From an optimization exercise on the open Yosys and OpenROAD flow, aimed at small area; shortcuts taken in it are not production practice. Function was not checked in any run shown here: the RTL went through the layout flow alone. Power is estimated from default activity; no workload was simulated.

## flow/design.v (module list and top-level ports; edited modules follow where they fit)
// module g_inv: 3 lines
// module g_nand2: 3 lines
// module g_nor2: 3 lines
// module g_nand3: 3 lines
// module g_nor3: 3 lines
// module g_nand4: 3 lines
// module g_xnor2: 3 lines
// module g_xor2: 3 lines
// module g_a21oi: 3 lines
// module g_a21boi: 3 lines
// module g_o21ai: 3 lines
// module g_o22ai: 3 lines
// module arbiter256: 2376 lines
module arbiter256 (
	input enable,
	input [255:0] req,
	output [255:0] grant,
	output reg [7:0] select,
	output reg valid,
	input clock,
	input reset
);
  // ...
==> flow/flow/run.sh <==
#!/bin/bash
# Standard layout, except that the port buffers are the smallest buffer
# cell instead of the one buffer_ports picks by default.
cp standard.sh standard_sh.txt
export BUFFER_PORTS_ARGS="-buffer_cell sky130_fd_sc_hd__buf_1"
bash standard.sh > standard.log 2>&1
==> flow/standard.sh <==
#!/bin/bash
# synth_recipe.tcl (not shown) runs the flow's synth.tcl, then flattens the netlist and writes it again
# the make line also repeats each setting of config.mk as NAME=value (left out here)
make -C /OpenROAD-flow-scripts/flow DESIGN_CONFIG=/design/flow/config.mk WORK_HOME=/design/flow/orfs CLKGATE_MAP_FILE= SYNTH_SCRIPT=/design/flow/synth_recipe.tcl "${@:-finish}"
==> flow/config.mk <==
export PLATFORM = sky130hd
export DESIGN_NAME = arbiter256
export DESIGN_NICKNAME = arbiter256
export VERILOG_FILES = /design/flow/design.v
export SDC_FILE = /design/flow/constraint.sdc
export NUM_CORES = 4
export LEC_CHECK = 0
export CAP_MARGIN = 20
export CORE_MARGIN = 2
export CORE_UTILIZATION = 40
export SLEW_MARGIN = 20
export SYNTH_HIERARCHICAL = 1
==> flow/constraint.sdc <==
create_clock -name core_clock -period 3.5 [get_ports {clock}]
set_input_delay 0.7000 -clock core_clock [delete_from_list [all_inputs] [get_ports {clock}]]
set_output_delay 0.7000 -clock core_clock [all_outputs]
set_load 0.01 [all_outputs]
==> run notes, run 1 <==
Timing:
- Setup repair after global routing could not meet its margin everywhere.
- The total count of hold-check failures in the final report is 0.
- The worst slew margin relative to its limit is 0.338.
- The count of final setup violators is 256.
- After layout, the worst setup slack is -743 ps.

Floorplanning:
- The I/O pin count is 524.
- The die covers 36800 um^2.
- The horizontal extent of the die is 192 um.

Outcome:
- The layout checks failed on negative setup slack.
- The flow ran to the end, but the layout failed its checks.

Setup path:
- The arrival time at the worst endpoint is 3540 ps.
- Together, buffers and inverters on the worst path number 4.
- The worst reg2reg path depth is 10.

Finish:
- The final layout contains a sequential cell count of 265.
- Of the cells placed in the final design, the portion with a size suffix greater than 1 is 0.349.
- The largest registers in the layout are st x255, select x8.
- The share of cell area taken by multi-input logic gates is 0.342.

Clocking:
- Clock tree synthesis inserted a total of 31 buffers.
- The clock input transition at the sequential cells of the worst setup and hold paths is 60 ps.

Logic synthesis:
- Counting flops with an async set or reset pin after synthesis yields a share of 1.00.
- The fraction of the mapped netlist area in compound gates is 0.278.
- Synthesis produced a netlist whose cell count is 1690.
- The post-synthesis share of cell area spent on full adders, half adders and majority gates is 0.
- The cell type with the largest total area after synthesis is sky130_fd_sc_hd__dfrtp_1.
- The post-synthesis mux area share is 0.

Power and ir drop:
- The power per cell area is 558 nW/um^2.
- The analysis attributes to net switching a power of 4.16 mW.
- The largest part of the power goes to sequential cells.

Flow run:
- The number of maximum-capacitance violations is 0.

Placed design:
- At the placement stage, the worst setup path has a slack of -373 ps.
- The number of buffers inserted by port buffering is 523.
- The placer congestion estimate is 0.902.

Global routing:
- The first global-routing pass estimated 73600 um of wire.
- In this run the most used layer during global routing was met2.
- The remaining global-route overflow is 0.
- The maximum number of pins on one net before global-route repair is 107.
- The fraction of met2 tracks used by global routing is 0.413.
- The overall routing resource usage is 0.257.

Route:
- The overall via count from detail_route is 15.3k.
- The count of TritonRoute iterations in the first routing pass is 6.
==> run 2, diff against run 1 <==
--- a/flow/design.v
+++ b/flow/design.v
@@ -74,16 +74,19 @@
 assign y = ~(a & b & c);
 endmodule
 module g_nor3 (input a, input b, input c, output y);
 assign y = ~(a | b | c);
 endmodule
 module g_nand4 (input a, input b, input c, input d, output y);
 assign y = ~(a & b & c & d);
 endmodule
+module g_nor4 (input a, input b, input c, input d, output y);
+assign y = ~(a | b | c | d);
+endmodule
 module g_xnor2 (input a, input b, output y);
 assign y = ~(a ^ b);
 endmodule
 module g_xor2 (input a, input b, output y);
 assign y = a ^ b;
 endmodule
 module g_a21oi (input a1, input a2, input b1, output y);
 assign y = ~((a1 & a2) | b1);
@@ -949,54 +952,49 @@
 wire m2_5;
 wire m1_0;
 wire m1_1;
 wire m1_2;
 wire m1_3;
 wire m1_4;
 wire m1_5;
 wire m1_6;
-wire eq0;
-wire eq1;
-wire pt2;
-wire eq2;
-wire eq3;
-wire pt4;
-wire eq4;
-wire eq5;
-wire pt6;
-wire eq6;
-wire eq7;
-wire eqn_lo;
-wire eqn_hi;
-wire geq;
+wire pc0;
+wire pc1;
+wire pc2;
+wire pc3;
+wire pc4;
+wire pc5;
+wire pc6;
+wire pc7;
 wire selc0;
 wire selc1;
 wire selc2;
 wire selc3;
 wire selc4;
 wire selc5;
 wire selc6;
 wire selc7;
-wire d10_0;
-wire d32_0;
-wire d54_0;
-wire d76_0;
-wire d10_1;
-wire d32_1;
-wire d54_1;
-wire d76_1;
-wire d10_2;
-wire d32_2;
-wire d54_2;
-wire d76_2;
-wire d10_3;
-wire d32_3;
-wire d54_3;
-wire d76_3;
+wire d0_0;
+wire d0_1;
+wire d0_2;
+wire d0_3;
+wire d1_0;
+wire d1_1;
+wire d1_2;
+wire d1_3;
+wire d2_0;
+wire d2_1;
+wire d2_2;
+wire d2_3;
+wire d3_0;
+wire d3_1;
+wire d3_2;
+wire d3_3;
+wire evq;
 wire lb0;
 wire hb0;
 wire lb1;
 wire hb1;
 wire lb2;
 wire hb2;
 wire lb3;
 wire hb3;
@@ -2133,344 +2131,339 @@
 g_o22ai u1090 (.a1(sc2), .a2(m5_4), .b1(st[2]), .b2(m4_4), .y(m2_5));
 g_o22ai u1091 (.a1(sc1), .a2(st[3]), .b1(st[1]), .b2(st[2]), .y(m1_0));
 g_o22ai u1092 (.a1(sc1), .a2(m3_0), .b1(st[1]), .b2(m2_0), .y(m1_1));
 g_o22ai u1093 (.a1(sc1), .a2(m3_1), .b1(st[1]), .b2(m2_1), .y(m1_2));
 g_o22ai u1094 (.a1(sc1), .a2(m3_2), .b1(st[1]), .b2(m2_2), .y(m1_3));
 g_o22ai u1095 (.a1(sc1), .a2(m3_3), .b1(st[1]), .b2(m2_3), .y(m1_4));
 g_o22ai u1096 (.a1(sc1), .a2(m3_4), .b1(st[1]), .b2(m2_4), .y(m1_5));
 g_o22ai u1097 (.a1(sc1), .a2(m3_5), .b1(st[1]), .b2(m2_5), .y(m1_6));
+g_inv u1098 (.a(m1_6), .y(pc0));
 assign d_sel[0] = m1_6;
-g_xnor2 u1098 (.a(m1_6), .b(select[0]), .y(eq0));
+g_inv u1099 (.a(m1_5), .y(pc1));
 assign d_sel[1] = m1_5;
-g_xnor2 u1099 (.a(m1_5), .b(select[1]), .y(eq1));
-g_inv u1100 (.a(m1_4), .y(pt2));
-assign d_sel[2] = pt2;
-g_xor2 u1101 (.a(m1_4), .b(select[2]), .y(eq2));
+g_inv u1100 (.a(m1_4), .y(pc2));
+assign d_sel[2] = pc2;
+g_inv u1101 (.a(m1_3), .y(pc3));
 assign d_sel[3] = m1_3;
-g_xnor2 u1102 (.a(m1_3), .b(select[3]), .y(eq3));
-g_inv u1103 (.a(m1_2), .y(pt4));
-assign d_sel[4] = pt4;
-g_xor2 u1104 (.a(m1_2), .b(select[4]), .y(eq4));
+g_inv u1102 (.a(m1_2), .y(pc4));
+assign d_sel[4] = pc4;
+g_inv u1103 (.a(m1_1), .y(pc5));
 assign d_sel[5] = m1_1;
-g_xnor2 u1105 (.a(m1_1), .b(select[5]), .y(eq5));
-g_inv u1106 (.a(m1_0), .y(pt6));
-assign d_sel[6] = pt6;
-g_xor2 u1107 (.a(m1_0), .b(select[6]), .y(eq6));
+g_inv u1104 (.a(m1_0), .y(pc6));
+assign d_sel[6] = pc6;
+g_inv u1105 (.a(st[1]), .y(pc7));
 assign d_sel[7] = st[1];
-g_xnor2 u1108 (.a(st[1]), .b(select[7]), .y(eq7));
-g_nand4 u1109 (.a(eq0), .b(eq1), .c(eq2), .d(eq3), .y(eqn_lo));
-g_nand4 u1110 (.a(eq4), .b(eq5), .c(eq6), .d(eq7), .y(eqn_hi));
-g_nor2 u1111 (.a(eqn_lo), .b(eqn_hi), .y(geq));
-g_nand2 u1112 (.a(enable), .b(vt1), .y(d_evn));
-g_inv u1113 (.a(select[0]), .y(selc0));
-g_inv u1114 (.a(select[1]), .y(selc1));
-g_inv u1115 (.a(select[2]), .y(selc2));
-g_inv u1116 (.a(select[3]), .y(selc3));
-g_inv u1117 (.a(select[4]), .y(selc4));
-g_inv u1118 (.a(select[5]), .y(selc5));
-g_inv u1119 (.a(select[6]), .y(selc6));
-g_inv u1120 (.a(select[7]), .y(selc7));
-g_nor2 u1121 (.a(select[0]), .b(select[1]), .y(d10_0));
-g_nor2 u1122 (.a(select[2]), .b(select[3]), .y(d32_0));
-g_nor2 u1123 (.a(select[4]), .b(select[5]), .y(d54_0));
-g_nor3 u1124 (.a(select[6]), .b(select[7]), .c(ev_n_q), .y(d76_0));
-g_nor2 u1125 (.a(selc0), .b(select[1]), .y(d10_1));
-g_nor2 u1126 (.a(selc2), .b(select[3]), .y(d32_1));
-g_nor2 u1127 (.a(selc4), .b(select[5]), .y(d54_1));
-g_nor3 u1128 (.a(selc6), .b(select[7]), .c(ev_n_q), .y(d76_1));
-g_nor2 u1129 (.a(select[0]), .b(selc1), .y(d10_2));
-g_nor2 u1130 (.a(select[2]), .b(selc3), .y(d32_2));
-g_nor2 u1131 (.a(select[4]), .b(selc5), .y(d54_2));
-g_nor3 u1132 (.a(select[6]), .b(selc7), .c(ev_n_q), .y(d76_2));
-g_nor2 u1133 (.a(selc0), .b(selc1), .y(d10_3));
-g_nor2 u1134 (.a(selc2), .b(selc3), .y(d32_3));
-g_nor2 u1135 (.a(selc4), .b(selc5), .y(d54_3));
-g_nor3 u1136 (.a(selc6), .b(selc7), .c(ev_n_q), .y(d76_3));
-g_nand2 u1137 (.a(d10_0), .b(d32_0), .y(lb0));
-g_nand3 u1138 (.a(geq), .b(d54_0), .c(d76_0), .y(hb0));
-g_nand2 u1139 (.a(d10_1), .b(d32_0), .y(lb1));
-g_nand3 u1140 (.a(geq), .b(d54_1), .c(d76_0), .y(hb1));
-g_nand2 u1141 (.a(d10_2), .b(d32_0), .y(lb2));
-g_nand3 u1142 (.a(geq), .b(d54_2), .c(d76_0), .y(hb2));
-g_nand2 u1143 (.a(d10_3), .b(d32_0), .y(lb3));
-g_nand3 u1144 (.a(geq), .b(d54_3), .c(d76_0), .y(hb3));
-g_nand2 u1145 (.a(d10_0), .b(d32_1), .y(lb4));
-g_nand3 u1146 (.a(geq), .b(d54_0), .c(d76_1), .y(hb4));
-g_nand2 u1147 (.a(d10_1), .b(d32_1), .y(lb5));
-g_nand3 u1148 (.a(geq), .b(d54_1), .c(d76_1), .y(hb5));
-g_nand2 u1149 (.a(d10_2), .b(d32_1), .y(lb6));
-g_nand3 u1150 (.a(geq), .b(d54_2), .c(d76_1), .y(hb6));
-g_nand2 u1151 (.a(d10_3), .b(d32_1), .y(lb7));
-g_nand3 u1152 (.a(geq), .b(d54_3), .c(d76_1), .y(hb7));
-g_nand2 u1153 (.a(d10_0), .b(d32_2), .y(lb8));
-g_nand3 u1154 (.a(geq), .b(d54_0), .c(d76_2), .y(hb8));
-g_nand2 u1155 (.a(d10_1), .b(d32_2), .y(lb9));
-g_nand3 u1156 (.a(geq), .b(d54_1), .c(d76_2), .y(hb9));
-g_nand2 u1157 (.a(d10_2), .b(d32_2), .y(lb10));
-g_nand3 u1158 (.a(geq), .b(d54_2), .c(d76_2), .y(hb10));
-g_nand2 u1159 (.a(d10_3), .b(d32_2), .y(lb11));
-g_nand3 u1160 (.a(geq), .b(d54_3), .c(d76_2), .y(hb11));
-g_nand2 u1161 (.a(d10_0), .b(d32_3), .y(lb12));
-g_nand3 u1162 (.a(geq), .b(d54_0), .c(d76_3), .y(hb12));
-g_nand2 u1163 (.a(d10_1), .b(d32_3), .y(lb13));
-g_nand3 u1164 (.a(geq), .b(d54_1), .c(d76_3), .y(hb13));
-g_nand2 u1165 (.a(d10_2), .b(d32_3), .y(lb14));
-g_nand3 u1166 (.a(geq), .b(d54_2), .c(d76_3), .y(hb14));
-g_nand2 u1167 (.a(d10_3), .b(d32_3), .y(lb15));
-g_nand3 u1168 (.a(geq), .b(d54_3), .c(d76_3), .y(hb15));
-g_nor2 u1169 (.a(hb0), .b(lb0), .y(grant[0]));
-g_nor2 u1170 (.a(hb0), .b(lb1), .y(grant[1]));
-g_nor2 u1171 (.a(hb0), .b(lb2), .y(grant[2]));
-g_nor2 u1172 (.a(hb0), .b(lb3), .y(grant[3]));
-g_nor2 u1173 (.a(hb0), .b(lb4), .y(grant[4]));
-g_nor2 u1174 (.a(hb0), .b(lb5), .y(grant[5]));
-g_nor2 u1175 (.a(hb0), .b(lb6), .y(grant[6]));
-g_nor2 u1176 (.a(hb0), .b(lb7), .y(grant[7]));
-g_nor2 u1177 (.a(hb0), .b(lb8), .y(grant[8]));
-g_nor2 u1178 (.a(hb0), .b(lb9), .y(grant[9]));
-g_nor2 u1179 (.a(hb0), .b(lb10), .y(grant[10]));
-g_nor2 u1180 (.a(hb0), .b(lb11), .y(grant[11]));
-g_nor2 u1181 (.a(hb0), .b(lb12), .y(grant[12]));
-g_nor2 u1182 (.a(hb0), .b(lb13), .y(grant[13]));
-g_nor2 u1183 (.a(hb0), .b(lb14), .y(grant[14]));
-g_nor2 u1184 (.a(hb0), .b(lb15), .y(grant[15]));
-g_nor2 u1185 (.a(hb1), .b(lb0), .y(grant[16]));
-g_nor2 u1186 (.a(hb1), .b(lb1), .y(grant[17]));
-g_nor2 u1187 (.a(hb1), .b(lb2), .y(grant[18]));
-g_nor2 u1188 (.a(hb1), .b(lb3), .y(grant[19]));
-g_nor2 u1189 (.a(hb1), .b(lb4), .y(grant[20]));
-g_nor2 u1190 (.a(hb1), .b(lb5), .y(grant[21]));
-g_nor2 u1191 (.a(hb1), .b(lb6), .y(grant[22]));
-g_nor2 u1192 (.a(hb1), .b(lb7), .y(grant[23]));
-g_nor2 u1193 (.a(hb1), .b(lb8), .y(grant[24]));
-g_nor2 u1194 (.a(hb1), .b(lb9), .y(grant[25]));
-g_nor2 u1195 (.a(hb1), .b(lb10), .y(grant[26]));
-g_nor2 u1196 (.a(hb1), .b(lb11), .y(grant[27]));
-g_nor2 u1197 (.a(hb1), .b(lb12), .y(grant[28]));
-g_nor2 u1198 (.a(hb1), .b(lb13), .y(grant[29]));
-g_nor2 u1199 (.a(hb1), .b(lb14), .y(grant[30]));
-g_nor2 u1200 (.a(hb1), .b(lb15), .y(grant[31]));
-g_nor2 u1201 (.a(hb2), .b(lb0), .y(grant[32]));
-g_nor2 u1202 (.a(hb2), .b(lb1), .y(grant[33]));
-g_nor2 u1203 (.a(hb2), .b(lb2), .y(grant[34]));
-g_nor2 u1204 (.a(hb2), .b(lb3), .y(grant[35]));
-g_nor2 u1205 (.a(hb2), .b(lb4), .y(grant[36]));
-g_nor2 u1206 (.a(hb2), .b(lb5), .y(grant[37]));
-g_nor2 u1207 (.a(hb2), .b(lb6), .y(grant[38]));
-g_nor2 u1208 (.a(hb2), .b(lb7), .y(grant[39]));
-g_nor2 u1209 (.a(hb2), .b(lb8), .y(grant[40]));
-g_nor2 u1210 (.a(hb2), .b(lb9), .y(grant[41]));
-g_nor2 u1211 (.a(hb2), .b(lb10), .y(grant[42]));
-g_nor2 u1212 (.a(hb2), .b(lb11), .y(grant[43]));
-g_nor2 u1213 (.a(hb2), .b(lb12), .y(grant[44]));
-g_nor2 u1214 (.a(hb2), .b(lb13), .y(grant[45]));
-g_nor2 u1215 (.a(hb2), .b(lb14), .y(grant[46]));
-g_nor2 u1216 (.a(hb2), .b(lb15), .y(grant[47]));
-g_nor2 u1217 (.a(hb3), .b(lb0), .y(grant[48]));
-g_nor2 u1218 (.a(hb3), .b(lb1), .y(grant[49]));
-g_nor2 u1219 (.a(hb3), .b(lb2), .y(grant[50]));
-g_nor2 u1220 (.a(hb3), .b(lb3), .y(grant[51]));
-g_nor2 u1221 (.a(hb3), .b(lb4), .y(grant[52]));
-g_nor2 u1222 (.a(hb3), .b(lb5), .y(grant[53]));
-g_nor2 u1223 (.a(hb3), .b(lb6), .y(grant[54]));
-g_nor2 u1224 (.a(hb3), .b(lb7), .y(grant[55]));
-g_nor2 u1225 (.a(hb3), .b(lb8), .y(grant[56]));
-g_nor2 u1226 (.a(hb3), .b(lb9), .y(grant[57]));
-g_nor2 u1227 (.a(hb3), .b(lb10), .y(grant[58]));
-g_nor2 u1228 (.a(hb3), .b(lb11), .y(grant[59]));
-g_nor2 u1229 (.a(hb3), .b(lb12), .y(grant[60]));
-g_nor2 u1230 (.a(hb3), .b(lb13), .y(grant[61]));
-g_nor2 u1231 (.a(hb3), .b(lb14), .y(grant[62]));
-g_nor2 u1232 (.a(hb3), .b(lb15), .y(grant[63]));
-g_nor2 u1233 (.a(hb4), .b(lb0), .y(grant[64]));
-g_nor2 u1234 (.a(hb4), .b(lb1), .y(grant[65]));
-g_nor2 u1235 (.a(hb4), .b(lb2), .y(grant[66]));
-g_nor2 u1236 (.a(hb4), .b(lb3), .y(grant[67]));
-g_nor2 u1237 (.a(hb4), .b(lb4), .y(grant[68]));
-g_nor2 u1238 (.a(hb4), .b(lb5), .y(grant[69]));
-g_nor2 u1239 (.a(hb4), .b(lb6), .y(grant[70]));
-g_nor2 u1240 (.a(hb4), .b(lb7), .y(grant[71]));
-g_nor2 u1241 (.a(hb4), .b(lb8), .y(grant[72]));
-g_nor2 u1242 (.a(hb4), .b(lb9), .y(grant[73]));
-g_nor2 u1243 (.a(hb4), .b(lb10), .y(grant[74]));
-g_nor2 u1244 (.a(hb4), .b(lb11), .y(grant[75]));
-g_nor2 u1245 (.a(hb4), .b(lb12), .y(grant[76]));
-g_nor2 u1246 (.a(hb4), .b(lb13), .y(grant[77]));
-g_nor2 u1247 (.a(hb4), .b(lb14), .y(grant[78]));
-g_nor2 u1248 (.a(hb4), .b(lb15), .y(grant[79]));
-g_nor2 u1249 (.a(hb5), .b(lb0), .y(grant[80]));
-g_nor2 u1250 (.a(hb5), .b(lb1), .y(grant[81]));
-g_nor2 u1251 (.a(hb5), .b(lb2), .y(grant[82]));
-g_nor2 u1252 (.a(hb5), .b(lb3), .y(grant[83]));
-g_nor2 u1253 (.a(hb5), .b(lb4), .y(grant[84]));
-g_nor2 u1254 (.a(hb5), .b(lb5), .y(grant[85]));
-g_nor2 u1255 (.a(hb5), .b(lb6), .y(grant[86]));
-g_nor2 u1256 (.a(hb5), .b(lb7), .y(grant[87]));
-g_nor2 u1257 (.a(hb5), .b(lb8), .y(grant[88]));
-g_nor2 u1258 (.a(hb5), .b(lb9), .y(grant[89]));
-g_nor2 u1259 (.a(hb5), .b(lb10), .y(grant[90]));
-g_nor2 u1260 (.a(hb5), .b(lb11), .y(grant[91]));
-g_nor2 u1261 (.a(hb5), .b(lb12), .y(grant[92]));
-g_nor2 u1262 (.a(hb5), .b(lb13), .y(grant[93]));
-g_nor2 u1263 (.a(hb5), .b(lb14), .y(grant[94]));
-g_nor2 u1264 (.a(hb5), .b(lb15), .y(grant[95]));
-g_nor2 u1265 (.a(hb6), .b(lb0), .y(grant[96]));
-g_nor2 u1266 (.a(hb6), .b(lb1), .y(grant[97]));
-g_nor2 u1267 (.a(hb6), .b(lb2), .y(grant[98]));
-g_nor2 u1268 (.a(hb6), .b(lb3), .y(grant[99]));
-g_nor2 u1269 (.a(hb6), .b(lb4), .y(grant[100]));
-g_nor2 u1270 (.a(hb6), .b(lb5), .y(grant[101]));
-g_nor2 u1271 (.a(hb6), .b(lb6), .y(grant[102]));
-g_nor2 u1272 (.a(hb6), .b(lb7), .y(grant[103]));
-g_nor2 u1273 (.a(hb6), .b(lb8), .y(grant[104]));
-g_nor2 u1274 (.a(hb6), .b(lb9), .y(grant[105]));
-g_nor2 u1275 (.a(hb6), .b(lb10), .y(grant[106]));
-g_nor2 u1276 (.a(hb6), .b(lb11), .y(grant[107]));
-g_nor2 u1277 (.a(hb6), .b(lb12), .y(grant[108]));
-g_nor2 u1278 (.a(hb6), .b(lb13), .y(grant[109]));
-g_nor2 u1279 (.a(hb6), .b(lb14), .y(grant[110]));
-g_nor2 u1280 (.a(hb6), .b(lb15), .y(grant[111]));
-g_nor2 u1281 (.a(hb7), .b(lb0), .y(grant[112]));
-g_nor2 u1282 (.a(hb7), .b(lb1), .y(grant[113]));
-g_nor2 u1283 (.a(hb7), .b(lb2), .y(grant[114]));
-g_nor2 u1284 (.a(hb7), .b(lb3), .y(grant[115]));
-g_nor2 u1285 (.a(hb7), .b(lb4), .y(grant[116]));
-g_nor2 u1286 (.a(hb7), .b(lb5), .y(grant[117]));
-g_nor2 u1287 (.a(hb7), .b(lb6), .y(grant[118]));
-g_nor2 u1288 (.a(hb7), .b(lb7), .y(grant[119]));
-g_nor2 u1289 (.a(hb7), .b(lb8), .y(grant[120]));
-g_nor2 u1290 (.a(hb7), .b(lb9), .y(grant[121]));
-g_nor2 u1291 (.a(hb7), .b(lb10), .y(grant[122]));
-g_nor2 u1292 (.a(hb7), .b(lb11), .y(grant[123]));
-g_nor2 u1293 (.a(hb7), .b(lb12), .y(grant[124]));
-g_nor2 u1294 (.a(hb7), .b(lb13), .y(grant[125]));
-g_nor2 u1295 (.a(hb7), .b(lb14), .y(grant[126]));
-g_nor2 u1296 (.a(hb7), .b(lb15), .y(grant[127]));
-g_nor2 u1297 (.a(hb8), .b(lb0), .y(grant[128]));
-g_nor2 u1298 (.a(hb8), .b(lb1), .y(grant[129]));
-g_nor2 u1299 (.a(hb8), .b(lb2), .y(grant[130]));
-g_nor2 u1300 (.a(hb8), .b(lb3), .y(grant[131]));
-g_nor2 u1301 (.a(hb8), .b(lb4), .y(grant[132]));
-g_nor2 u1302 (.a(hb8), .b(lb5), .y(grant[133]));
-g_nor2 u1303 (.a(hb8), .b(lb6), .y(grant[134]));
-g_nor2 u1304 (.a(hb8), .b(lb7), .y(grant[135]));
-g_nor2 u1305 (.a(hb8), .b(lb8), .y(grant[136]));
-g_nor2 u1306 (.a(hb8), .b(lb9), .y(grant[137]));
-g_nor2 u1307 (.a(hb8), .b(lb10), .y(grant[138]));
-g_nor2 u1308 (.a(hb8), .b(lb11), .y(grant[139]));
-g_nor2 u1309 (.a(hb8), .b(lb12), .y(grant[140]));
-g_nor2 u1310 (.a(hb8), .b(lb13), .y(grant[141]));
-g_nor2 u1311 (.a(hb8), .b(lb14), .y(grant[142]));
-g_nor2 u1312 (.a(hb8), .b(lb15), .y(grant[143]));
-g_nor2 u1313 (.a(hb9), .b(lb0), .y(grant[144]));
-g_nor2 u1314 (.a(hb9), .b(lb1), .y(grant[145]));
-g_nor2 u1315 (.a(hb9), .b(lb2), .y(grant[146]));
-g_nor2 u1316 (.a(hb9), .b(lb3), .y(grant[147]));
-g_nor2 u1317 (.a(hb9), .b(lb4), .y(grant[148]));
-g_nor2 u1318 (.a(hb9), .b(lb5), .y(grant[149]));
-g_nor2 u1319 (.a(hb9), .b(lb6), .y(grant[150]));
-g_nor2 u1320 (.a(hb9), .b(lb7), .y(grant[151]));
-g_nor2 u1321 (.a(hb9), .b(lb8), .y(grant[152]));
-g_nor2 u1322 (.a(hb9), .b(lb9), .y(grant[153]));
-g_nor2 u1323 (.a(hb9), .b(lb10), .y(grant[154]));
-g_nor2 u1324 (.a(hb9), .b(lb11), .y(grant[155]));
-g_nor2 u1325 (.a(hb9), .b(lb12), .y(grant[156]));
-g_nor2 u1326 (.a(hb9), .b(lb13), .y(grant[157]));
-g_nor2 u1327 (.a(hb9), .b(lb14), .y(grant[158]));
-g_nor2 u1328 (.a(hb9), .b(lb15), .y(grant[159]));
-g_nor2 u1329 (.a(hb10), .b(lb0), .y(grant[160]));
-g_nor2 u1330 (.a(hb10), .b(lb1), .y(grant[161]));
-g_nor2 u1331 (.a(hb10), .b(lb2), .y(grant[162]));
-g_nor2 u1332 (.a(hb10), .b(lb3), .y(grant[163]));
-g_nor2 u1333 (.a(hb10), .b(lb4), .y(grant[164]));
-g_nor2 u1334 (.a(hb10), .b(lb5), .y(grant[165]));
-g_nor2 u1335 (.a(hb10), .b(lb6), .y(grant[166]));
-g_nor2 u1336 (.a(hb10), .b(lb7), .y(grant[167]));
-g_nor2 u1337 (.a(hb10), .b(lb8), .y(grant[168]));
-g_nor2 u1338 (.a(hb10), .b(lb9), .y(grant[169]));
-g_nor2 u1339 (.a(hb10), .b(lb10), .y(grant[170]));
-g_nor2 u1340 (.a(hb10), .b(lb11), .y(grant[171]));
-g_nor2 u1341 (.a(hb10), .b(lb12), .y(grant[172]));
-g_nor2 u1342 (.a(hb10), .b(lb13), .y(grant[173]));
-g_nor2 u1343 (.a(hb10), .b(lb14), .y(grant[174]));
-g_nor2 u1344 (.a(hb10), .b(lb15), .y(grant[175]));
-g_nor2 u1345 (.a(hb11), .b(lb0), .y(grant[176]));
-g_nor2 u1346 (.a(hb11), .b(lb1), .y(grant[177]));
-g_nor2 u1347 (.a(hb11), .b(lb2), .y(grant[178]));
-g_nor2 u1348 (.a(hb11), .b(lb3), .y(grant[179]));
-g_nor2 u1349 (.a(hb11), .b(lb4), .y(grant[180]));
-g_nor2 u1350 (.a(hb11), .b(lb5), .y(grant[181]));
-g_nor2 u1351 (.a(hb11), .b(lb6), .y(grant[182]));
-g_nor2 u1352 (.a(hb11), .b(lb7), .y(grant[183]));
-g_nor2 u1353 (.a(hb11), .b(lb8), .y(grant[184]));
-g_nor2 u1354 (.a(hb11), .b(lb9), .y(grant[185]));
-g_nor2 u1355 (.a(hb11), .b(lb10), .y(grant[186]));
-g_nor2 u1356 (.a(hb11), .b(lb11), .y(grant[187]));
-g_nor2 u1357 (.a(hb11), .b(lb12), .y(grant[188]));
-g_nor2 u1358 (.a(hb11), .b(lb13), .y(grant[189]));
-g_nor2 u1359 (.a(hb11), .b(lb14), .y(grant[190]));
-g_nor2 u1360 (.a(hb11), .b(lb15), .y(grant[191]));
-g_nor2 u1361 (.a(hb12), .b(lb0), .y(grant[192]));
-g_nor2 u1362 (.a(hb12), .b(lb1), .y(grant[193]));
-g_nor2 u1363 (.a(hb12), .b(lb2), .y(grant[194]));
-g_nor2 u1364 (.a(hb12), .b(lb3), .y(grant[195]));
-g_nor2 u1365 (.a(hb12), .b(lb4), .y(grant[196]));
-g_nor2 u1366 (.a(hb12), .b(lb5), .y(grant[197]));
-g_nor2 u1367 (.a(hb12), .b(lb6), .y(grant[198]));
-g_nor2 u1368 (.a(hb12), .b(lb7), .y(grant[199]));
-g_nor2 u1369 (.a(hb12), .b(lb8), .y(grant[200]));
-g_nor2 u1370 (.a(hb12), .b(lb9), .y(grant[201]));
-g_nor2 u1371 (.a(hb12), .b(lb10), .y(grant[202]));
-g_nor2 u1372 (.a(hb12), .b(lb11), .y(grant[203]));
-g_nor2 u1373 (.a(hb12), .b(lb12), .y(grant[204]));
-g_nor2 u1374 (.a(hb12), .b(lb13), .y(grant[205]));
-g_nor2 u1375 (.a(hb12), .b(lb14), .y(grant[206]));
-g_nor2 u1376 (.a(hb12), .b(lb15), .y(grant[207]));
-g_nor2 u1377 (.a(hb13), .b(lb0), .y(grant[208]));
-g_nor2 u1378 (.a(hb13), .b(lb1), .y(grant[209]));
-g_nor2 u1379 (.a(hb13), .b(lb2), .y(grant[210]));
-g_nor2 u1380 (.a(hb13), .b(lb3), .y(grant[211]));
-g_nor2 u1381 (.a(hb13), .b(lb4), .y(grant[212]));
-g_nor2 u1382 (.a(hb13), .b(lb5), .y(grant[213]));
-g_nor2 u1383 (.a(hb13), .b(lb6), .y(grant[214]));
-g_nor2 u1384 (.a(hb13), .b(lb7), .y(grant[215]));
-g_nor2 u1385 (.a(hb13), .b(lb8), .y(grant[216]));
-g_nor2 u1386 (.a(hb13), .b(lb9), .y(grant[217]));
-g_nor2 u1387 (.a(hb13), .b(lb10), .y(grant[218]));
-g_nor2 u1388 (.a(hb13), .b(lb11), .y(grant[219]));
-g_nor2 u1389 (.a(hb13), .b(lb12), .y(grant[220]));
-g_nor2 u1390 (.a(hb13), .b(lb13), .y(grant[221]));
-g_nor2 u1391 (.a(hb13), .b(lb14), .y(grant[222]));
-g_nor2 u1392 (.a(hb13), .b(lb15), .y(grant[223]));
-g_nor2 u1393 (.a(hb14), .b(lb0), .y(grant[224]));
-g_nor2 u1394 (.a(hb14), .b(lb1), .y(grant[225]));
-g_nor2 u1395 (.a(hb14), .b(lb2), .y(grant[226]));
-g_nor2 u1396 (.a(hb14), .b(lb3), .y(grant[227]));
-g_nor2 u1397 (.a(hb14), .b(lb4), .y(grant[228]));
-g_nor2 u1398 (.a(hb14), .b(lb5), .y(grant[229]));
-g_nor2 u1399 (.a(hb14), .b(lb6), .y(grant[230]));
-g_nor2 u1400 (.a(hb14), .b(lb7), .y(grant[231]));
-g_nor2 u1401 (.a(hb14), .b(lb8), .y(grant[232]));
-g_nor2 u1402 (.a(hb14), .b(lb9), .y(grant[233]));
-g_nor2 u1403 (.a(hb14), .b(lb10), .y(grant[234]));
-g_nor2 u1404 (.a(hb14), .b(lb11), .y(grant[235]));
-g_nor2 u1405 (.a(hb14), .b(lb12), .y(grant[236]));
-g_nor2 u1406 (.a(hb14), .b(lb13), .y(grant[237]));
-g_nor2 u1407 (.a(hb14), .b(lb14), .y(grant[238]));
-g_nor2 u1408 (.a(hb14), .b(lb15), .y(grant[239]));
-g_nor2 u1409 (.a(hb15), .b(lb0), .y(grant[240]));
-g_nor2 u1410 (.a(hb15), .b(lb1), .y(grant[241]));
-g_nor2 u1411 (.a(hb15), .b(lb2), .y(grant[242]));
-g_nor2 u1412 (.a(hb15), .b(lb3), .y(grant[243]));
-g_nor2 u1413 (.a(hb15), .b(lb4), .y(grant[244]));
-g_nor2 u1414 (.a(hb15), .b(lb5), .y(grant[245]));
-g_nor2 u1415 (.a(hb15), .b(lb6), .y(grant[246]));
-g_nor2 u1416 (.a(hb15), .b(lb7), .y(grant[247]));
-g_nor2 u1417 (.a(hb15), .b(lb8), .y(grant[248]));
-g_nor2 u1418 (.a(hb15), .b(lb9), .y(grant[249]));
-g_nor2 u1419 (.a(hb15), .b(lb10), .y(grant[250]));
-g_nor2 u1420 (.a(hb15), .b(lb11), .y(grant[251]));
-g_nor2 u1421 (.a(hb15), .b(lb12), .y(grant[252]));
-g_nor2 u1422 (.a(hb15), .b(lb13), .y(grant[253]));
-g_nor2 u1423 (.a(hb15), .b(lb14), .y(grant[254]));
-g_nor2 u1424 (.a(hb15), .b(lb15), .y(grant[255]));
+g_inv u1106 (.a(select[0]), .y(selc0));
+g_inv u1107 (.a(select[1]), .y(selc1));
+g_inv u1108 (.a(select[2]), .y(selc2));
+g_inv u1109 (.a(select[3]), .y(selc3));
+g_inv u1110 (.a(select[4]), .y(selc4));
+g_inv u1111 (.a(select[5]), .y(selc5));
+g_inv u1112 (.a(select[6]), .y(selc6));
+g_inv u1113 (.a(select[7]), .y(selc7));
+g_nand2 u1114 (.a(enable), .b(vt1), .y(d_evn));
+g_nor4 u1115 (.a(select[0]), .b(select[1]), .c(m1_6), .d(m1_5), .y(d0_0));
+g_nor4 u1116 (.a(selc0), .b(select[1]), .c(pc0), .d(m1_5), .y(d0_1));
+g_nor4 u1117 (.a(select[0]), .b(selc1), .c(m1_6), .d(pc1), .y(d0_2));
+g_nor4 u1118 (.a(selc0), .b(selc1), .c(pc0), .d(pc1), .y(d0_3));
+g_nor4 u1119 (.a(select[2]), .b(select[3]), .c(pc2), .d(m1_3), .y(d1_0));
+g_nor4 u1120 (.a(selc2), .b(select[3]), .c(m1_4), .d(m1_3), .y(d1_1));
+g_nor4 u1121 (.a(select[2]), .b(selc3), .c(pc2), .d(pc3), .y(d1_2));
+g_nor4 u1122 (.a(selc2), .b(selc3), .c(m1_4), .d(pc3), .y(d1_3));
+g_nor4 u1123 (.a(select[4]), .b(select[5]), .c(pc4), .d(m1_1), .y(d2_0));
+g_nor4 u1124 (.a(selc4), .b(select[5]), .c(m1_2), .d(m1_1), .y(d2_1));
+g_nor4 u1125 (.a(select[4]), .b(selc5), .c(pc4), .d(pc5), .y(d2_2));
+g_nor4 u1126 (.a(selc4), .b(selc5), .c(m1_2), .d(pc5), .y(d2_3));
+g_nor4 u1127 (.a(select[6]), .b(select[7]), .c(pc6), .d(st[1]), .y(d3_0));
+g_nor4 u1128 (.a(selc6), .b(select[7]), .c(m1_0), .d(st[1]), .y(d3_1));
+g_nor4 u1129 (.a(select[6]), .b(selc7), .c(pc6), .d(pc7), .y(d3_2));
+g_nor4 u1130 (.a(selc6), .b(selc7), .c(m1_0), .d(pc7), .y(d3_3));
+g_inv u1131 (.a(ev_n_q), .y(evq));
+g_nand2 u1132 (.a(d0_0), .b(d1_0), .y(lb0));
+g_nand3 u1133 (.a(evq), .b(d2_0), .c(d3_0), .y(hb0));
+g_nand2 u1134 (.a(d0_1), .b(d1_0), .y(lb1));
+g_nand3 u1135 (.a(evq), .b(d2_1), .c(d3_0), .y(hb1));
+g_nand2 u1136 (.a(d0_2), .b(d1_0), .y(lb2));
+g_nand3 u1137 (.a(evq), .b(d2_2), .c(d3_0), .y(hb2));
+g_nand2 u1138 (.a(d0_3), .b(d1_0), .y(lb3));
+g_nand3 u1139 (.a(evq), .b(d2_3), .c(d3_0), .y(hb3));
+g_nand2 u1140 (.a(d0_0), .b(d1_1), .y(lb4));
+g_nand3 u1141 (.a(evq), .b(d2_0), .c(d3_1), .y(hb4));
+g_nand2 u1142 (.a(d0_1), .b(d1_1), .y(lb5));
+g_nand3 u1143 (.a(evq), .b(d2_1), .c(d3_1), .y(hb5));
+g_nand2 u1144 (.a(d0_2), .b(d1_1), .y(lb6));
+g_nand3 u1145 (.a(evq), .b(d2_2), .c(d3_1), .y(hb6));
+g_nand2 u1146 (.a(d0_3), .b(d1_1), .y(lb7));
+g_nand3 u1147 (.a(evq), .b(d2_3), .c(d3_1), .y(hb7));
+g_nand2 u1148 (.a(d0_0), .b(d1_2), .y(lb8));
+g_nand3 u1149 (.a(evq), .b(d2_0), .c(d3_2), .y(hb8));
+g_nand2 u1150 (.a(d0_1), .b(d1_2), .y(lb9));
+g_nand3 u1151 (.a(evq), .b(d2_1), .c(d3_2), .y(hb9));
+g_nand2 u1152 (.a(d0_2), .b(d1_2), .y(lb10));
+g_nand3 u1153 (.a(evq), .b(d2_2), .c(d3_2), .y(hb10));
+g_nand2 u1154 (.a(d0_3), .b(d1_2), .y(lb11));
+g_nand3 u1155 (.a(evq), .b(d2_3), .c(d3_2), .y(hb11));
+g_nand2 u1156 (.a(d0_0), .b(d1_3), .y(lb12));
+g_nand3 u1157 (.a(evq), .b(d2_0), .c(d3_3), .y(hb12));
+g_nand2 u1158 (.a(d0_1), .b(d1_3), .y(lb13));
+g_nand3 u1159 (.a(evq), .b(d2_1), .c(d3_3), .y(hb13));
+g_nand2 u1160 (.a(d0_2), .b(d1_3), .y(lb14));
+g_nand3 u1161 (.a(evq), .b(d2_2), .c(d3_3), .y(hb14));
+g_nand2 u1162 (.a(d0_3), .b(d1_3), .y(lb15));
+g_nand3 u1163 (.a(evq), .b(d2_3), .c(d3_3), .y(hb15));
+g_nor2 u1164 (.a(hb0), .b(lb0), .y(grant[0]));
+g_nor2 u1165 (.a(hb0), .b(lb1), .y(grant[1]));
+g_nor2 u1166 (.a(hb0), .b(lb2), .y(grant[2]));
+g_nor2 u1167 (.a(hb0), .b(lb3), .y(grant[3]));
+g_nor2 u1168 (.a(hb0), .b(lb4), .y(grant[4]));
+g_nor2 u1169 (.a(hb0), .b(lb5), .y(grant[5]));
+g_nor2 u1170 (.a(hb0), .b(lb6), .y(grant[6]));
+g_nor2 u1171 (.a(hb0), .b(lb7), .y(grant[7]));
+g_nor2 u1172 (.a(hb0), .b(lb8), .y(grant[8]));
+g_nor2 u1173 (.a(hb0), .b(lb9), .y(grant[9]));
+g_nor2 u1174 (.a(hb0), .b(lb10), .y(grant[10]));
+g_nor2 u1175 (.a(hb0), .b(lb11), .y(grant[11]));
+g_nor2 u1176 (.a(hb0), .b(lb12), .y(grant[12]));
+g_nor2 u1177 (.a(hb0), .b(lb13), .y(grant[13]));
+g_nor2 u1178 (.a(hb0), .b(lb14), .y(grant[14]));
+g_nor2 u1179 (.a(hb0), .b(lb15), .y(grant[15]));
+g_nor2 u1180 (.a(hb1), .b(lb0), .y(grant[16]));
+g_nor2 u1181 (.a(hb1), .b(lb1), .y(grant[17]));
+g_nor2 u1182 (.a(hb1), .b(lb2), .y(grant[18]));
+g_nor2 u1183 (.a(hb1), .b(lb3), .y(grant[19]));
+g_nor2 u1184 (.a(hb1), .b(lb4), .y(grant[20]));
+g_nor2 u1185 (.a(hb1), .b(lb5), .y(grant[21]));
+g_nor2 u1186 (.a(hb1), .b(lb6), .y(grant[22]));
+g_nor2 u1187 (.a(hb1), .b(lb7), .y(grant[23]));
+g_nor2 u1188 (.a(hb1), .b(lb8), .y(grant[24]));
+g_nor2 u1189 (.a(hb1), .b(lb9), .y(grant[25]));
+g_nor2 u1190 (.a(hb1), .b(lb10), .y(grant[26]));
+g_nor2 u1191 (.a(hb1), .b(lb11), .y(grant[27]));
+g_nor2 u1192 (.a(hb1), .b(lb12), .y(grant[28]));
+g_nor2 u1193 (.a(hb1), .b(lb13), .y(grant[29]));
+g_nor2 u1194 (.a(hb1), .b(lb14), .y(grant[30]));
+g_nor2 u1195 (.a(hb1), .b(lb15), .y(grant[31]));
+g_nor2 u1196 (.a(hb2), .b(lb0), .y(grant[32]));
+g_nor2 u1197 (.a(hb2), .b(lb1), .y(grant[33]));
+g_nor2 u1198 (.a(hb2), .b(lb2), .y(grant[34]));
+g_nor2 u1199 (.a(hb2), .b(lb3), .y(grant[35]));
+g_nor2 u1200 (.a(hb2), .b(lb4), .y(grant[36]));
+g_nor2 u1201 (.a(hb2), .b(lb5), .y(grant[37]));
+g_nor2 u1202 (.a(hb2), .b(lb6), .y(grant[38]));
+g_nor2 u1203 (.a(hb2), .b(lb7), .y(grant[39]));
+g_nor2 u1204 (.a(hb2), .b(lb8), .y(grant[40]));
+g_nor2 u1205 (.a(hb2), .b(lb9), .y(grant[41]));
+g_nor2 u1206 (.a(hb2), .b(lb10), .y(grant[42]));
+g_nor2 u1207 (.a(hb2), .b(lb11), .y(grant[43]));
+g_nor2 u1208 (.a(hb2), .b(lb12), .y(grant[44]));
+g_nor2 u1209 (.a(hb2), .b(lb13), .y(grant[45]));
+g_nor2 u1210 (.a(hb2), .b(lb14), .y(grant[46]));
+g_nor2 u1211 (.a(hb2), .b(lb15), .y(grant[47]));
+g_nor2 u1212 (.a(hb3), .b(lb0), .y(grant[48]));
+g_nor2 u1213 (.a(hb3), .b(lb1), .y(grant[49]));
+g_nor2 u1214 (.a(hb3), .b(lb2), .y(grant[50]));
+g_nor2 u1215 (.a(hb3), .b(lb3), .y(grant[51]));
+g_nor2 u1216 (.a(hb3), .b(lb4), .y(grant[52]));
+g_nor2 u1217 (.a(hb3), .b(lb5), .y(grant[53]));
+g_nor2 u1218 (.a(hb3), .b(lb6), .y(grant[54]));
+g_nor2 u1219 (.a(hb3), .b(lb7), .y(grant[55]));
+g_nor2 u1220 (.a(hb3), .b(lb8), .y(grant[56]));
+g_nor2 u1221 (.a(hb3), .b(lb9), .y(grant[57]));
+g_nor2 u1222 (.a(hb3), .b(lb10), .y(grant[58]));
+g_nor2 u1223 (.a(hb3), .b(lb11), .y(grant[59]));
+g_nor2 u1224 (.a(hb3), .b(lb12), .y(grant[60]));
+g_nor2 u1225 (.a(hb3), .b(lb13), .y(grant[61]));
+g_nor2 u1226 (.a(hb3), .b(lb14), .y(grant[62]));
+g_nor2 u1227 (.a(hb3), .b(lb15), .y(grant[63]));
+g_nor2 u1228 (.a(hb4), .b(lb0), .y(grant[64]));
+g_nor2 u1229 (.a(hb4), .b(lb1), .y(grant[65]));
+g_nor2 u1230 (.a(hb4), .b(lb2), .y(grant[66]));
+g_nor2 u1231 (.a(hb4), .b(lb3), .y(grant[67]));
+g_nor2 u1232 (.a(hb4), .b(lb4), .y(grant[68]));
+g_nor2 u1233 (.a(hb4), .b(lb5), .y(grant[69]));
+g_nor2 u1234 (.a(hb4), .b(lb6), .y(grant[70]));
+g_nor2 u1235 (.a(hb4), .b(lb7), .y(grant[71]));
+g_nor2 u1236 (.a(hb4), .b(lb8), .y(grant[72]));
+g_nor2 u1237 (.a(hb4), .b(lb9), .y(grant[73]));
+g_nor2 u1238 (.a(hb4), .b(lb10), .y(grant[74]));
+g_nor2 u1239 (.a(hb4), .b(lb11), .y(grant[75]));
+g_nor2 u1240 (.a(hb4), .b(lb12), .y(grant[76]));
+g_nor2 u1241 (.a(hb4), .b(lb13), .y(grant[77]));
+g_nor2 u1242 (.a(hb4), .b(lb14), .y(grant[78]));
+g_nor2 u1243 (.a(hb4), .b(lb15), .y(grant[79]));
+g_nor2 u1244 (.a(hb5), .b(lb0), .y(grant[80]));
+g_nor2 u1245 (.a(hb5), .b(lb1), .y(grant[81]));
+g_nor2 u1246 (.a(hb5), .b(lb2), .y(grant[82]));
+g_nor2 u1247 (.a(hb5), .b(lb3), .y(grant[83]));
+g_nor2 u1248 (.a(hb5), .b(lb4), .y(grant[84]));
+g_nor2 u1249 (.a(hb5), .b(lb5), .y(grant[85]));
+g_nor2 u1250 (.a(hb5), .b(lb6), .y(grant[86]));
+g_nor2 u1251 (.a(hb5), .b(lb7), .y(grant[87]));
+g_nor2 u1252 (.a(hb5), .b(lb8), .y(grant[88]));
+g_nor2 u1253 (.a(hb5), .b(lb9), .y(grant[89]));
+g_nor2 u1254 (.a(hb5), .b(lb10), .y(grant[90]));
+g_nor2 u1255 (.a(hb5), .b(lb11), .y(grant[91]));
+g_nor2 u1256 (.a(hb5), .b(lb12), .y(grant[92]));
+g_nor2 u1257 (.a(hb5), .b(lb13), .y(grant[93]));
+g_nor2 u1258 (.a(hb5), .b(lb14), .y(grant[94]));
+g_nor2 u1259 (.a(hb5), .b(lb15), .y(grant[95]));
+g_nor2 u1260 (.a(hb6), .b(lb0), .y(grant[96]));
+g_nor2 u1261 (.a(hb6), .b(lb1), .y(grant[97]));
+g_nor2 u1262 (.a(hb6), .b(lb2), .y(grant[98]));
+g_nor2 u1263 (.a(hb6), .b(lb3), .y(grant[99]));
+g_nor2 u1264 (.a(hb6), .b(lb4), .y(grant[100]));
+g_nor2 u1265 (.a(hb6), .b(lb5), .y(grant[101]));
+g_nor2 u1266 (.a(hb6), .b(lb6), .y(grant[102]));
+g_nor2 u1267 (.a(hb6), .b(lb7), .y(grant[103]));
+g_nor2 u1268 (.a(hb6), .b(lb8), .y(grant[104]));
+g_nor2 u1269 (.a(hb6), .b(lb9), .y(grant[105]));
+g_nor2 u1270 (.a(hb6), .b(lb10), .y(grant[106]));
+g_nor2 u1271 (.a(hb6), .b(lb11), .y(grant[107]));
+g_nor2 u1272 (.a(hb6), .b(lb12), .y(grant[108]));
+g_nor2 u1273 (.a(hb6), .b(lb13), .y(grant[109]));
+g_nor2 u1274 (.a(hb6), .b(lb14), .y(grant[110]));
+g_nor2 u1275 (.a(hb6), .b(lb15), .y(grant[111]));
+g_nor2 u1276 (.a(hb7), .b(lb0), .y(grant[112]));
+g_nor2 u1277 (.a(hb7), .b(lb1), .y(grant[113]));
+g_nor2 u1278 (.a(hb7), .b(lb2), .y(grant[114]));
+g_nor2 u1279 (.a(hb7), .b(lb3), .y(grant[115]));
+g_nor2 u1280 (.a(hb7), .b(lb4), .y(grant[116]));
+g_nor2 u1281 (.a(hb7), .b(lb5), .y(grant[117]));
+g_nor2 u1282 (.a(hb7), .b(lb6), .y(grant[118]));
+g_nor2 u1283 (.a(hb7), .b(lb7), .y(grant[119]));
+g_nor2 u1284 (.a(hb7), .b(lb8), .y(grant[120]));
+g_nor2 u1285 (.a(hb7), .b(lb9), .y(grant[121]));
+g_nor2 u1286 (.a(hb7), .b(lb10), .y(grant[122]));
+g_nor2 u1287 (.a(hb7), .b(lb11), .y(grant[123]));
+g_nor2 u1288 (.a(hb7), .b(lb12), .y(grant[124]));
+g_nor2 u1289 (.a(hb7), .b(lb13), .y(grant[125]));
+g_nor2 u1290 (.a(hb7), .b(lb14), .y(grant[126]));
+g_nor2 u1291 (.a(hb7), .b(lb15), .y(grant[127]));
+g_nor2 u1292 (.a(hb8), .b(lb0), .y(grant[128]));
+g_nor2 u1293 (.a(hb8), .b(lb1), .y(grant[129]));
+g_nor2 u1294 (.a(hb8), .b(lb2), .y(grant[130]));
+g_nor2 u1295 (.a(hb8), .b(lb3), .y(grant[131]));
+g_nor2 u1296 (.a(hb8), .b(lb4), .y(grant[132]));
+g_nor2 u1297 (.a(hb8), .b(lb5), .y(grant[133]));
+g_nor2 u1298 (.a(hb8), .b(lb6), .y(grant[134]));
+g_nor2 u1299 (.a(hb8), .b(lb7), .y(grant[135]));
+g_nor2 u1300 (.a(hb8), .b(lb8), .y(grant[136]));
+g_nor2 u1301 (.a(hb8), .b(lb9), .y(grant[137]));
+g_nor2 u1302 (.a(hb8), .b(lb10), .y(grant[138]));
+g_nor2 u1303 (.a(hb8), .b(lb11), .y(grant[139]));
+g_nor2 u1304 (.a(hb8), .b(lb12), .y(grant[140]));
+g_nor2 u1305 (.a(hb8), .b(lb13), .y(grant[141]));
+g_nor2 u1306 (.a(hb8), .b(lb14), .y(grant[142]));
+g_nor2 u1307 (.a(hb8), .b(lb15), .y(grant[143]));
+g_nor2 u1308 (.a(hb9), .b(lb0), .y(grant[144]));
+g_nor2 u1309 (.a(hb9), .b(lb1), .y(grant[145]));
+g_nor2 u1310 (.a(hb9), .b(lb2), .y(grant[146]));
+g_nor2 u1311 (.a(hb9), .b(lb3), .y(grant[147]));
+g_nor2 u1312 (.a(hb9), .b(lb4), .y(grant[148]));
+g_nor2 u1313 (.a(hb9), .b(lb5), .y(grant[149]));
+g_nor2 u1314 (.a(hb9), .b(lb6), .y(grant[150]));
+g_nor2 u1315 (.a(hb9), .b(lb7), .y(grant[151]));
+g_nor2 u1316 (.a(hb9), .b(lb8), .y(grant[152]));
+g_nor2 u1317 (.a(hb9), .b(lb9), .y(grant[153]));
+g_nor2 u1318 (.a(hb9), .b(lb10), .y(grant[154]));
+g_nor2 u1319 (.a(hb9), .b(lb11), .y(grant[155]));
+g_nor2 u1320 (.a(hb9), .b(lb12), .y(grant[156]));
+g_nor2 u1321 (.a(hb9), .b(lb13), .y(grant[157]));
+g_nor2 u1322 (.a(hb9), .b(lb14), .y(grant[158]));
+g_nor2 u1323 (.a(hb9), .b(lb15), .y(grant[159]));
+g_nor2 u1324 (.a(hb10), .b(lb0), .y(grant[160]));
+g_nor2 u1325 (.a(hb10), .b(lb1), .y(grant[161]));
+g_nor2 u1326 (.a(hb10), .b(lb2), .y(grant[162]));
+g_nor2 u1327 (.a(hb10), .b(lb3), .y(grant[163]));
+g_nor2 u1328 (.a(hb10), .b(lb4), .y(grant[164]));
+g_nor2 u1329 (.a(hb10), .b(lb5), .y(grant[165]));
+g_nor2 u1330 (.a(hb10), .b(lb6), .y(grant[166]));
+g_nor2 u1331 (.a(hb10), .b(lb7), .y(grant[167]));
+g_nor2 u1332 (.a(hb10), .b(lb8), .y(grant[168]));
+g_nor2 u1333 (.a(hb10), .b(lb9), .y(grant[169]));
+g_nor2 u1334 (.a(hb10), .b(lb10), .y(grant[170]));
+g_nor2 u1335 (.a(hb10), .b(lb11), .y(grant[171]));
+g_nor2 u1336 (.a(hb10), .b(lb12), .y(grant[172]));
+g_nor2 u1337 (.a(hb10), .b(lb13), .y(grant[173]));
+g_nor2 u1338 (.a(hb10), .b(lb14), .y(grant[174]));
+g_nor2 u1339 (.a(hb10), .b(lb15), .y(grant[175]));
+g_nor2 u1340 (.a(hb11), .b(lb0), .y(grant[176]));
+g_nor2 u1341 (.a(hb11), .b(lb1), .y(grant[177]));
+g_nor2 u1342 (.a(hb11), .b(lb2), .y(grant[178]));
+g_nor2 u1343 (.a(hb11), .b(lb3), .y(grant[179]));
+g_nor2 u1344 (.a(hb11), .b(lb4), .y(grant[180]));
+g_nor2 u1345 (.a(hb11), .b(lb5), .y(grant[181]));
+g_nor2 u1346 (.a(hb11), .b(lb6), .y(grant[182]));
+g_nor2 u1347 (.a(hb11), .b(lb7), .y(grant[183]));
+g_nor2 u1348 (.a(hb11), .b(lb8), .y(grant[184]));
+g_nor2 u1349 (.a(hb11), .b(lb9), .y(grant[185]));
+g_nor2 u1350 (.a(hb11), .b(lb10), .y(grant[186]));
+g_nor2 u1351 (.a(hb11), .b(lb11), .y(grant[187]));
+g_nor2 u1352 (.a(hb11), .b(lb12), .y(grant[188]));
+g_nor2 u1353 (.a(hb11), .b(lb13), .y(grant[189]));
+g_nor2 u1354 (.a(hb11), .b(lb14), .y(grant[190]));
+g_nor2 u1355 (.a(hb11), .b(lb15), .y(grant[191]));
+g_nor2 u1356 (.a(hb12), .b(lb0), .y(grant[192]));
+g_nor2 u1357 (.a(hb12), .b(lb1), .y(grant[193]));
+g_nor2 u1358 (.a(hb12), .b(lb2), .y(grant[194]));
+g_nor2 u1359 (.a(hb12), .b(lb3), .y(grant[195]));
+g_nor2 u1360 (.a(hb12), .b(lb4), .y(grant[196]));
+g_nor2 u1361 (.a(hb12), .b(lb5), .y(grant[197]));
+g_nor2 u1362 (.a(hb12), .b(lb6), .y(grant[198]));
+g_nor2 u1363 (.a(hb12), .b(lb7), .y(grant[199]));
+g_nor2 u1364 (.a(hb12), .b(lb8), .y(grant[200]));
+g_nor2 u1365 (.a(hb12), .b(lb9), .y(grant[201]));
+g_nor2 u1366 (.a(hb12), .b(lb10), .y(grant[202]));
+g_nor2 u1367 (.a(hb12), .b(lb11), .y(grant[203]));
+g_nor2 u1368 (.a(hb12), .b(lb12), .y(grant[204]));
+g_nor2 u1369 (.a(hb12), .b(lb13), .y(grant[205]));
+g_nor2 u1370 (.a(hb12), .b(lb14), .y(grant[206]));
+g_nor2 u1371 (.a(hb12), .b(lb15), .y(grant[207]));
+g_nor2 u1372 (.a(hb13), .b(lb0), .y(grant[208]));
+g_nor2 u1373 (.a(hb13), .b(lb1), .y(grant[209]));
+g_nor2 u1374 (.a(hb13), .b(lb2), .y(grant[210]));
+g_nor2 u1375 (.a(hb13), .b(lb3), .y(grant[211]));
+g_nor2 u1376 (.a(hb13), .b(lb4), .y(grant[212]));
+g_nor2 u1377 (.a(hb13), .b(lb5), .y(grant[213]));
+g_nor2 u1378 (.a(hb13), .b(lb6), .y(grant[214]));
+g_nor2 u1379 (.a(hb13), .b(lb7), .y(grant[215]));
+g_nor2 u1380 (.a(hb13), .b(lb8), .y(grant[216]));
+g_nor2 u1381 (.a(hb13), .b(lb9), .y(grant[217]));
+g_nor2 u1382 (.a(hb13), .b(lb10), .y(grant[218]));
+g_nor2 u1383 (.a(hb13), .b(lb11), .y(grant[219]));
+g_nor2 u1384 (.a(hb13), .b(lb12), .y(grant[220]));
+g_nor2 u1385 (.a(hb13), .b(lb13), .y(grant[221]));
+g_nor2 u1386 (.a(hb13), .b(lb14), .y(grant[222]));
+g_nor2 u1387 (.a(hb13), .b(lb15), .y(grant[223]));
+g_nor2 u1388 (.a(hb14), .b(lb0), .y(grant[224]));
+g_nor2 u1389 (.a(hb14), .b(lb1), .y(grant[225]));
+g_nor2 u1390 (.a(hb14), .b(lb2), .y(grant[226]));
+g_nor2 u1391 (.a(hb14), .b(lb3), .y(grant[227]));
+g_nor2 u1392 (.a(hb14), .b(lb4), .y(grant[228]));
+g_nor2 u1393 (.a(hb14), .b(lb5), .y(grant[229]));
+g_nor2 u1394 (.a(hb14), .b(lb6), .y(grant[230]));
+g_nor2 u1395 (.a(hb14), .b(lb7), .y(grant[231]));
+g_nor2 u1396 (.a(hb14), .b(lb8), .y(grant[232]));
+g_nor2 u1397 (.a(hb14), .b(lb9), .y(grant[233]));
+g_nor2 u1398 (.a(hb14), .b(lb10), .y(grant[234]));
+g_nor2 u1399 (.a(hb14), .b(lb11), .y(grant[235]));
+g_nor2 u1400 (.a(hb14), .b(lb12), .y(grant[236]));
+g_nor2 u1401 (.a(hb14), .b(lb13), .y(grant[237]));
+g_nor2 u1402 (.a(hb14), .b(lb14), .y(grant[238]));
+g_nor2 u1403 (.a(hb14), .b(lb15), .y(grant[239]));
+g_nor2 u1404 (.a(hb15), .b(lb0), .y(grant[240]));
+g_nor2 u1405 (.a(hb15), .b(lb1), .y(grant[241]));
+g_nor2 u1406 (.a(hb15), .b(lb2), .y(grant[242]));
+g_nor2 u1407 (.a(hb15), .b(lb3), .y(grant[243]));
+g_nor2 u1408 (.a(hb15), .b(lb4), .y(grant[244]));
+g_nor2 u1409 (.a(hb15), .b(lb5), .y(grant[245]));
+g_nor2 u1410 (.a(hb15), .b(lb6), .y(grant[246]));
+g_nor2 u1411 (.a(hb15), .b(lb7), .y(grant[247]));
+g_nor2 u1412 (.a(hb15), .b(lb8), .y(grant[248]));
+g_nor2 u1413 (.a(hb15), .b(lb9), .y(grant[249]));
+g_nor2 u1414 (.a(hb15), .b(lb10), .y(grant[250]));
+g_nor2 u1415 (.a(hb15), .b(lb11), .y(grant[251]));
+g_nor2 u1416 (.a(hb15), .b(lb12), .y(grant[252]));
+g_nor2 u1417 (.a(hb15), .b(lb13), .y(grant[253]));
+g_nor2 u1418 (.a(hb15), .b(lb14), .y(grant[254]));
+g_nor2 u1419 (.a(hb15), .b(lb15), .y(grant[255]));
 endmodule
==> flow/config.mk (replaced) <==
export PLATFORM = sky130hd
export DESIGN_NAME = arbiter256
export DESIGN_NICKNAME = arbiter256
export VERILOG_FILES = /design/flow/design.v
export SDC_FILE = /design/flow/constraint.sdc
export NUM_CORES = 4
export LEC_CHECK = 0
export CAP_MARGIN = 20
export CORE_MARGIN = 2
export CORE_UTILIZATION = 40
export GPL_TIMING_DRIVEN = 0
export SLEW_MARGIN = 20
export SYNTH_HIERARCHICAL = 1
==> run notes, run 2 <==
Setup path:
- The type of the worst setup path is reg -> out (unchanged).
- The nature of the critical path endpoint is a primary output (unchanged).
- The number of buffers and inverters on the critical path is 4 (unchanged).
- The cell class contributing the biggest share of worst-path delay is compound AO/OA/AOI/OAI gates (unchanged).
- The arrival time at the worst endpoint was 3560 ps (was 3540 ps).
- The critical path launch point type is a flop (unchanged).
- The maximum cell stage delay along the critical path is 410 ps (was 530 ps).

Logic synthesis:
- Top cells by instance count after synthesis: 426 x sky130_fd_sc_hd__nor2_1, 273 x sky130_fd_sc_hd__nand2_1, 247 x sky130_fd_sc_hd__o22ai_1 (was 439 x sky130_fd_sc_hd__nor2_1, 273 x sky130_fd_sc_hd__nand2_1, 247 x sky130_fd_sc_hd__o22ai_1).
- The post-synthesis instance total is 1685 (was 1690).
- The number of flops mapped to enable cells by yosys is 0 (unchanged).
- The post-synthesis sequential area ratio came to 0.479 (was 0.481).
- The simple logic cell fraction of the synthesized area was 0.205 (was 0.199).
- The post-synthesis share of cell area spent on full adders, half adders and majority gates is 0 (unchanged).
- The share of synthesized registers carrying an async set or reset is 1.00 (unchanged).
- The leading register cell type out of synthesis is sky130_fd_sc_hd__dfrtp_1 (unchanged).
- The synthesis warning total is 7 (unchanged).
- The fraction of the mapped netlist area in compound gates is 0.277 (was 0.278).
- The area share of the largest cell type after synthesis is 0.240 (was 0.241).
- The cell type with the largest total area after synthesis was sky130_fd_sc_hd__dfrtp_1 (unchanged).
- The post-synthesis net count is 1944 (was 1949).
- Biggest area contributors in the synthesized netlist: sky130_fd_sc_hd__dfrtp_1 24%, sky130_fd_sc_hd__dfstp_2 24%, sky130_fd_sc_hd__nor2_1 11% (was sky130_fd_sc_hd__dfrtp_1 24%, sky130_fd_sc_hd__dfstp_2 24%, sky130_fd_sc_hd__nor2_1 12%).
- The per-instance average area after synthesis was 8.41 um^2 (was 8.36 um^2).
- The number of flip-flops and latches in the synthesized netlist came to 265 (unchanged).
- The post-synthesis mux area share is 0 (unchanged).
- The most frequently used cell type in the post-synthesis netlist is sky130_fd_sc_hd__nor2_1 (unchanged).

Global routing:
- The first-pass GRT wire length is 73000 um (was 73600 um).
- The remaining global-route overflow is 0 (unchanged).
- The maximum number of pins on one net before global-route repair came to 33 (was 107).
- The overall routing resource usage was 0.255 (was 0.257).

Timing:
- The worst slew margin relative to its limit is 0.357 (was 0.338).
- The final critical-path share of the clock period is 1.22 (was 1.21).
- The clock skew after layout is 15.5 ps (was 10.6 ps).
- RSZ-0062 raised after global routing: true (unchanged).
- The total count of hold-check failures in the final report is 0 (unchanged).
- The count of final max-slew check failures is 0 (unchanged).
- The worst path setup slack after routing was -757 ps (was -743 ps).
- The count of final setup violators was 256 (unchanged).
- The final critical path time including I/O delays and setup is 4260 ps (was 4240 ps).
- The actual slew at the worst max-slew pin came to 957 ps (was 990 ps).

Floorplanning:
- The core region area was 34700 um^2 (was 34600 um^2).
- The horizontal extent of the die was 192 um (about the same).
- The floorplan row count came to 68 (unchanged).
- The die area is 37000 um^2 (was 36800 um^2).
- The I/O pin count was 524 (unchanged).

Route:
- The overall via count from detail_route is 15.0k (was 15.3k).
- The count of TritonRoute iterations in the first routing pass is 5 (was 6).
- The number of nets with antenna violations after detailed routing is 0 (unchanged).
- The starting DRC count in detailed routing was 1063 (was 971).

Placed design:
- The sum of net half-perimeters after detailed placement is 37700 um (was 40000 um).
- The placement-stage worst setup slack is -866 ps (was -373 ps).
- The number of buffers inserted by port buffering is 523 (unchanged).
- The placer congestion estimate is 0.839 (was 0.902).

Clocking:
- The number of buffers added by the clock tree synthesis step was 30 (was 31).
- The buffer depth of the longest clock path is 3 (unchanged).
- The clock input transition at the sequential cells of the worst setup and hold paths came to 60 ps (about the same).
- The hold buffer count at CTS is 0 (unchanged).
- The TritonCTS clock tree is yes (unchanged).
- The clock latency of the later-clocked register in the worst-skew pair is 570 ps (was 560 ps).
- The count of H-tree levels built during CTS was 1 (unchanged).

Finish:
- The post-route core utilization is 0.585 (was 0.588).
- The flip-flop count of the largest register after layout is 255 (unchanged).
- The ratio of cells with drive above 1 in the final layout is 0.359 (was 0.349).
- The commonest non-fill, non-tap cell in the layout is sky130_fd_sc_hd__nor2_1 (unchanged).
- Commonest non-fill, non-tap cells in the layout: 375 x sky130_fd_sc_hd__nor2_1, 293 x sky130_fd_sc_hd__buf_1, 257 x sky130_fd_sc_hd__nand2_1 (was 422 x sky130_fd_sc_hd__nor2_1, 334 x sky130_fd_sc_hd__buf_1, 273 x sky130_fd_sc_hd__nand2_1).
- The number of nets in the final layout is 2588 (was 2781).
- Top Registers: st x255, select x8 (unchanged).

Power and ir drop:
- The power per cell area is 608 nW/um^2 (was 558 nW/um^2).
- The leakage power is 8.32 nW (was 9.05 nW).

Outcome:
- SO Viols: negative setup slack (unchanged).
- Result of the run: finished with violations (unchanged).

Flow run:
- The number of maximum-capacitance violations was 0 (unchanged).
[run 2: cell types whose count changed in the layout (fill, tap and decap cells not counted), moves of 15 or more]
cell,change
sky130_fd_sc_hd__o22ai_1,-22
sky130_fd_sc_hd__nor2_1,-47
sky130_fd_sc_hd__buf_2,-21
sky130_fd_sc_hd__nand3_4,+15
sky130_fd_sc_hd__nand2_8,+25
sky130_fd_sc_hd__nor2_4,+21
sky130_fd_sc_hd__buf_6,+18
sky130_fd_sc_hd__o22ai_2,+20
sky130_fd_sc_hd__buf_4,-204
sky130_fd_sc_hd__buf_1,-41
sky130_fd_sc_hd__clkbuf_2,+41
sky130_fd_sc_hd__nand2_1,-16
sky130_fd_sc_hd__nor4_4,+15
[run 2: layout make-up]
| class | instances | area [um^2] | area share |
|---|---|---|---|
| inverter | 145 | 552 | 0.0272 |
| clock inverter | 1 | 30.0 | 0.00148 |
| multi-input combinational | 1287 | 8100 | 0.399 |
| antenna | 8 | 20.0 | 0.000987 |
| timing repair buffer | 600 | 3280 | 0.162 |
| sequential | 265 | 6800 | 0.335 |
| clock buffer | 55 | 936 | 0.0461 |
| tap | 455 | 569 | 0.0281 |
[run 2: through the flow]
stage | hold slack [ps] | cell area [um^2] | TNS, ps | std cells | total power, mW
floorplan | 448 | 14200 | -80540 | 1685 | 6.31
global placement | 455 | 16700 | -609180 | 2663 | 7.24
detailed placement | 459 | 16900 | -149610 | 2673 | 7.42
CTS | 145 | 19200 | -126540 | 2779 | 11.7
global route | 184 | 20300 | -176120 | 2809 | 12.9
finish | 163 | 20300 | -130450 | 2816 | 12.3
[run 2: per-module statistics from Yosys, one instance, submodules excluded, a selection]
module / cells inside / flip-flops and latches / area (um^2) / times used
g_nor4: 1 / 0 / 12.5 / 16
arbiter256: 266 / 265 / 6800 / 1
g_o21ai: 1 / 0 / 5.00 / 85
g_nand2: 1 / 0 / 3.75 / 273
g_nand3: 1 / 0 / 5.00 / 16
g_inv: 1 / 0 / 3.75 / 144
g_o22ai: 1 / 0 / 6.26 / 247
[run 2: kinds of logic (layout without fill, tap and decap cells)]
| family | after synthesis | count (layout) |
|---|---|---|
| AO/OA/AOI/OAI | 544 | 544 |
| buffers and inverters | 145 | 801 |
| flip-flops | 265 | 265 |
| other | 0 | 8 |
| AND/OR/NAND/NOR | 731 | 743 |
[run 2: routing by layer]
metal,global-route usage,wire [um]
met1,0.337,22800
met2,0.416,25000
met3,0.0528,4940
met4,0.0851,1490
met5,0,45
[run 2: timing repair]
| action | in CTS | in global routing |
|---|---|---|
| gates cloned | 2 | 10 |
| resized for setup | 279 | 245 |
| setup endpoints to repair | 256 | 256 |
| setup buffers | 48 | 18 |
| pin swaps | 87 | 51 |
[run 2: path summary, 6_finish.rpt]
path,startpoint,endpoint,slack (ps),cells past startpoint
max in group asynchronous,reset,st[207],2160,6
min,reset,st[85],160,2
min reg2reg,st[175],st[175],470,2
max,st[83],grant[61],-760,14
min in group core_clock,enable,ev_n_q,300,2
max reg2reg,st[128],ev_n_q,1430,9
[run 2: where the power goes]
| part | switching, mW | internal [mW] | total, mW |
|---|---|---|---|
| Clock | 1.25 | 1.85 | 3.10 |
| Sequential | 0.780 | 3.64 | 4.42 |
| Combinational | 2.93 | 1.88 | 4.81 |
| Total | 4.96 | 7.37 | 12.3 |
[run 2: worst reg2reg max path, delay by kind of cell, from the launching register on]
| kind | cells | cell delay (ps) |
|---|---|---|
| compound gates | 8 | 1380 |
| flops | 1 | 550 |
| simple gates | 1 | 70 |

Setup slack of run 2, layout unchanged: -0.757 ns with ideal ports, -0.809 ns with driving cells assumed (clock clkbuf_16, inputs buf_2), -0.197 ns with port delays also shifted by the 0.613 ns mid clock arrival.
